From an optimization exercise on the open Yosys and OpenROAD flow, aimed at small area and a short achievable clock period; shortcuts taken in it are not production practice.
At most, simulation tests tie the RTL to the original design; equivalence was not proved.
Power figures rest on the tool's default switching activity, not on a simulated workload.

## lcdTimCtrlCore
    module lcdTimCtrlCore #
    (
        parameter integer C_HOR_WIDTH = 12,
        parameter integer C_VER_WIDTH = 12
    )
    (
        output reg oHSynch,
        output reg oVSynch,
        output reg oEnVideo,
        output wire [C_HOR_WIDTH - 1 : 0] oHAddr,
        output wire [C_VER_WIDTH - 1 : 0] oVAddr,
        input wire [C_HOR_WIDTH - 1 : 0] iHWidth,
        input wire [C_HOR_WIDTH - 1 : 0] iHBackPorch,
        input wire [C_HOR_WIDTH - 1 : 0] iHFrontPorch,
        input wire [C_HOR_WIDTH - 1 : 0] iHResolution,
        input wire iHPolarity,
        input wire [C_VER_WIDTH - 1 : 0] iVWidth,
        input wire [C_VER_WIDTH - 1 : 0] iVBackPorch,
        input wire [C_VER_WIDTH - 1 : 0] iVFrontPorch,
        input wire [C_VER_WIDTH - 1 : 0] iVResolution,
        input wire iVPolarity,
        input wire iEnVideoPolarity,
        input wire iClkPixel,
        input wire iRst,
        input wire iEn
    );
    wire hSync, hAct, hSyncNext, hActNext, hZero;
    wire vSync, vAct, vSyncNext, vActNext, vZero;
    wire vEnabler = iEn && hZero;
    counterFromZeroToLimit #
        (
            .C_WIDTH(C_HOR_WIDTH)
        )HorizontalCounter(
            .oSync(hSync),
            .oAct(hAct),
            .oSyncNext(hSyncNext),
            .oActNext(hActNext),
            .oAddr(oHAddr),
            .oZero(hZero),
            .iLenSync(iHWidth),
            .iLenBack(iHBackPorch),
            .iLenAct(iHResolution),
  ...
clock: 11.0 ns
lec_check: 0
cap_margin: 20
core_margin: 2
core_utilization: 40
cts_cluster_diameter: 300
cts_cluster_size: 64
slew_margin: 20
standard.sh (not shown) runs the stock make flow with config.mk's settings and CLKGATE_MAP_FILE= SYNTH_SCRIPT=/design/flow/synth_recipe.tcl, a recipe that flattens the netlist after the stock synthesis.
==> flow/flow/run.sh <==
#!/bin/bash
# Own flow: the standard layout (standard.sh) with two changes:
#  - the port buffers are small buffers instead of the default delay cells;
#  - the timing repair aims for more setup slack than the clock needs.
# Each ORFS step writes its full log under orfs/logs/.
export BUFFER_PORTS_ARGS="-buffer_cell sky130_fd_sc_hd__buf_1"
export SETUP_SLACK_MARGIN=7.6
bash standard.sh > standard.log 2>&1
The first run passed the timing, DRC and antenna checks.
Change:
==> flow/flow/run.sh (replaced) <==
#!/bin/bash
# Own flow: the standard layout (standard.sh) with these changes:
#  - the port buffers are small buffers (buf_1) instead of the default delay cells;
#  - the timing repair aims for more setup slack than the clock needs;
#  - clock tree synthesis inserts no dummy loads.
# Each ORFS step writes its full log under orfs/logs/.
export BUFFER_PORTS_ARGS="-buffer_cell sky130_fd_sc_hd__buf_1"
export SETUP_SLACK_MARGIN=7.7
export CTS_ARGS="-sink_clustering_enable -repair_clock_nets -dont_use_dummy_load"
bash standard.sh > standard.log 2>&1
CTS_CLUSTER_DIAMETER = default   (was 300)
CTS_CLUSTER_SIZE = default   (was 64)
Setup slack gets better by 0.049 ns.
Global-route usage falls by 0.36 points.
Clock-buffer cell count falls by 5.
Sequential share of layout area is higher by 0.17 points.
Final area went down slightly.
Power drops by roughly a tenth.
Non-clock buffer count rose by 2.
Utilization went down by 0.26 points.
Fmax rises slightly.
Hold slack is worse by 0.0053 ns.
Final cell count is lower slightly.
No functional check of the RTL was part of any run of this note.

Another version of the RTL of lcdTimCtrlCore (not shown whole).
Size: roughly 350 cells after synthesis, ~58 flip-flops, about 130 I/O pins.
==> flow/config.mk <==
export PLATFORM = sky130hd
export DESIGN_NAME = lcdTimCtrlCore
export DESIGN_NICKNAME = lcdTimCtrlCore
export VERILOG_FILES = /design/flow/design.v
export SDC_FILE = /design/flow/constraint.sdc
export NUM_CORES = 4
export LEC_CHECK = 0
export CAP_MARGIN = 20
export CORE_MARGIN = 2
export CORE_UTILIZATION = 40
export SLEW_MARGIN = 20
export TNS_END_PERCENT = 0
==> flow/constraint.sdc <==
create_clock -name core_clock -period 11.0 [get_ports {iClkPixel}]
set_input_delay 2.2000 -clock core_clock [delete_from_list [all_inputs] [get_ports {iClkPixel}]]
set_output_delay 2.2000 -clock core_clock [all_outputs]
set_load 0.01 [all_outputs]
==> flow/flow/run.sh <==
#!/bin/bash
# Own flow: the standard layout (standard.sh) with these changes:
#  - the port buffers are small buffers (buf_1) instead of the default delay cells;
#  - the timing repair aims for more setup slack than the clock needs;
#  - clock tree synthesis inserts no dummy loads.
# Each ORFS step writes its full log under orfs/logs/.
export BUFFER_PORTS_ARGS="-buffer_cell sky130_fd_sc_hd__buf_1"
export SETUP_SLACK_MARGIN=8.2
export CTS_ARGS="-sink_clustering_enable -repair_clock_nets -dont_use_dummy_load"
bash standard.sh > standard.log 2>&1
Next try:
--- a/flow/flow/run.sh
+++ b/flow/flow/run.sh
@@ -8 +8 @@
-export SETUP_SLACK_MARGIN=8.2
+export SETUP_SLACK_MARGIN=7.8
Effect: The new run produced a clean layout; hold slack degrades by 0.012 ns; count of clock-buffer cells in the layout does not change; first-iteration DRC count is lower by 13%; setup slack degrades by 0.044 ns; design area drops by 2.4%; final cell count goes down by 0.52%.
Next try:
--- a/flow/flow/run.sh
+++ b/flow/flow/run.sh
@@ -8 +8 @@
-export SETUP_SLACK_MARGIN=7.8
+export SETUP_SLACK_MARGIN=8.0
- CORE_UTILIZATION: 40 -> 55
- PLACE_DENSITY: not set -> 0.75
Result:
- The changed run finished clean
- critical path depth is lower by 3
- die area is lower by 26%
- total power stays flat
- clock power is about the same
- via count is higher by 2.2%
Next try:
==> flow/run.sh (new file) <==
#!/bin/bash
# synth_recipe.tcl (not shown) runs the flow's synth.tcl, then flattens the netlist and writes it again
# the make line also repeats each setting of config.mk as NAME=value (left out here)
make -C /OpenROAD-flow-scripts/flow DESIGN_CONFIG=/design/flow/config.mk WORK_HOME=/design/flow/orfs CLKGATE_MAP_FILE= SYNTH_SCRIPT=/design/flow/synth_recipe.tcl finish
- CORE_UTILIZATION: 55 -> 40
- PLACE_DENSITY: 0.75 -> not set
- SETUP_SLACK_MARGIN: not set -> 5
removed: flow/flow/run.sh
removed: flow/standard.sh
Via count goes down by 2.0%.
Power goes up by 16%.
Core utilization goes down by 9.1 points.
Sequential cell count is unchanged.
Routed wire length goes up by 6.8%.
Synthesized area stays the same.
Maximum frequency goes down by 29%.
Die area goes up by 35%.
Next try:
==> flow/flow/run.sh (new file) <==
#!/bin/bash
# Own flow: the standard layout (standard.sh) with these changes:
#  - the port buffers are small buffers (buf_1) instead of the default delay cells;
#  - the timing repair aims for more setup slack than the clock needs;
#  - clock tree synthesis inserts no dummy loads.
# Each ORFS step writes its full log under orfs/logs/.
export BUFFER_PORTS_ARGS="-buffer_cell sky130_fd_sc_hd__buf_1"
export SETUP_SLACK_MARGIN=7.9
export CTS_ARGS="-sink_clustering_enable -repair_clock_nets -dont_use_dummy_load"
bash standard.sh > standard.log 2>&1
==> flow/standard.sh (new file) <==
#!/bin/bash
# synth_recipe.tcl (not shown) runs the flow's synth.tcl, then flattens the netlist and writes it again
# the make line also repeats each setting of config.mk as NAME=value (left out here)
make -C /OpenROAD-flow-scripts/flow DESIGN_CONFIG=/design/flow/config.mk WORK_HOME=/design/flow/orfs CLKGATE_MAP_FILE= SYNTH_SCRIPT=/design/flow/synth_recipe.tcl "${@:-finish}"
- SETUP_SLACK_MARGIN: 5 -> not set
- TNS_END_PERCENT: 0 -> not set
removed: flow/run.sh
After rerunning:
- The changed run completed with no timing, DRC or antenna violations
- worst hold slack improved by 0.039 ns
- first-iteration DRC count went up by 5.5%
- final area drops by 3.2%
- sequential share of layout area came out higher by 1.3 points
- wire length climbs by 3.8%
- worst setup slack is better by 1.3 ns
- total power shrinks by 11%
- global-route usage barely changes
- clock skew hardly moves
- sequential power stays flat
Next try:
--- a/flow/flow/run.sh
+++ b/flow/flow/run.sh
@@ -8 +8 @@
-export SETUP_SLACK_MARGIN=7.9
+export SETUP_SLACK_MARGIN=7.5
The changed run completed without violations.
Flip-flop and latch count does not change.
First-iteration DRC count falls by about 35%.
Setup slack got worse by 0.17 ns.
Register-to-register slack improves by 0.17 ns.
Global-route usage came out lower by 2.4 points.
Routed wire length went down by about 11%.

static timing again, ports no longer ideal:
The flow's constraints put no driver on any port. The routed layouts listed below were extracted and timed again, unchanged, in two steps.
Step 1, drivers: a clkbuf_16 drives iClkPixel and a buf_2 each remaining input, both assumed.
Step 2 moves the port delays by t, midway between the first and last clock arrival at a register: inputs arrive t later, outputs are due t later. That takes back most of the time a late clock gives input paths.
Slacks: ideal / step 1 / step 2; pairs: ideal / step 1.
run	t, ns	setup slack, ns	worst setup path after step 2	latest minus earliest clock arrival (ns)	cell pins on the clock port's net
the first run of note 1	0.370	7.597 / 7.611 / 7.241	input to register	0.007 / 0.007	1
the second run of note 1	0.349	7.646 / 7.621 / 7.272	input to register	0.020 / 0.020	1
the first run of note 2	0.353	7.866 / 7.826 / 7.473	input to register	0.018 / 0.017	1
the second run of note 2	0.353	7.822 / 7.798 / 7.444	input to register	0.018 / 0.017	1
the third run of note 2	0.352	7.851 / 7.814 / 7.462	input to register	0.016 / 0.017	1
the fourth run of note 2	0.359	6.547 / 6.552 / 6.192	input to register	0.009 / 0.009	1
the fifth run of note 2	0.356	7.830 / 7.782 / 7.426	input to register	0.011 / 0.011	1
the sixth run of note 2	0.342	7.664 / 7.668 / 7.326	input to register	0.019 / 0.018	1
After both steps every run listed still meets setup and hold. The setup slack of the fifth run of note 2, which loses most, moves by -0.048 ns with the drivers and by -0.404 ns with both steps.
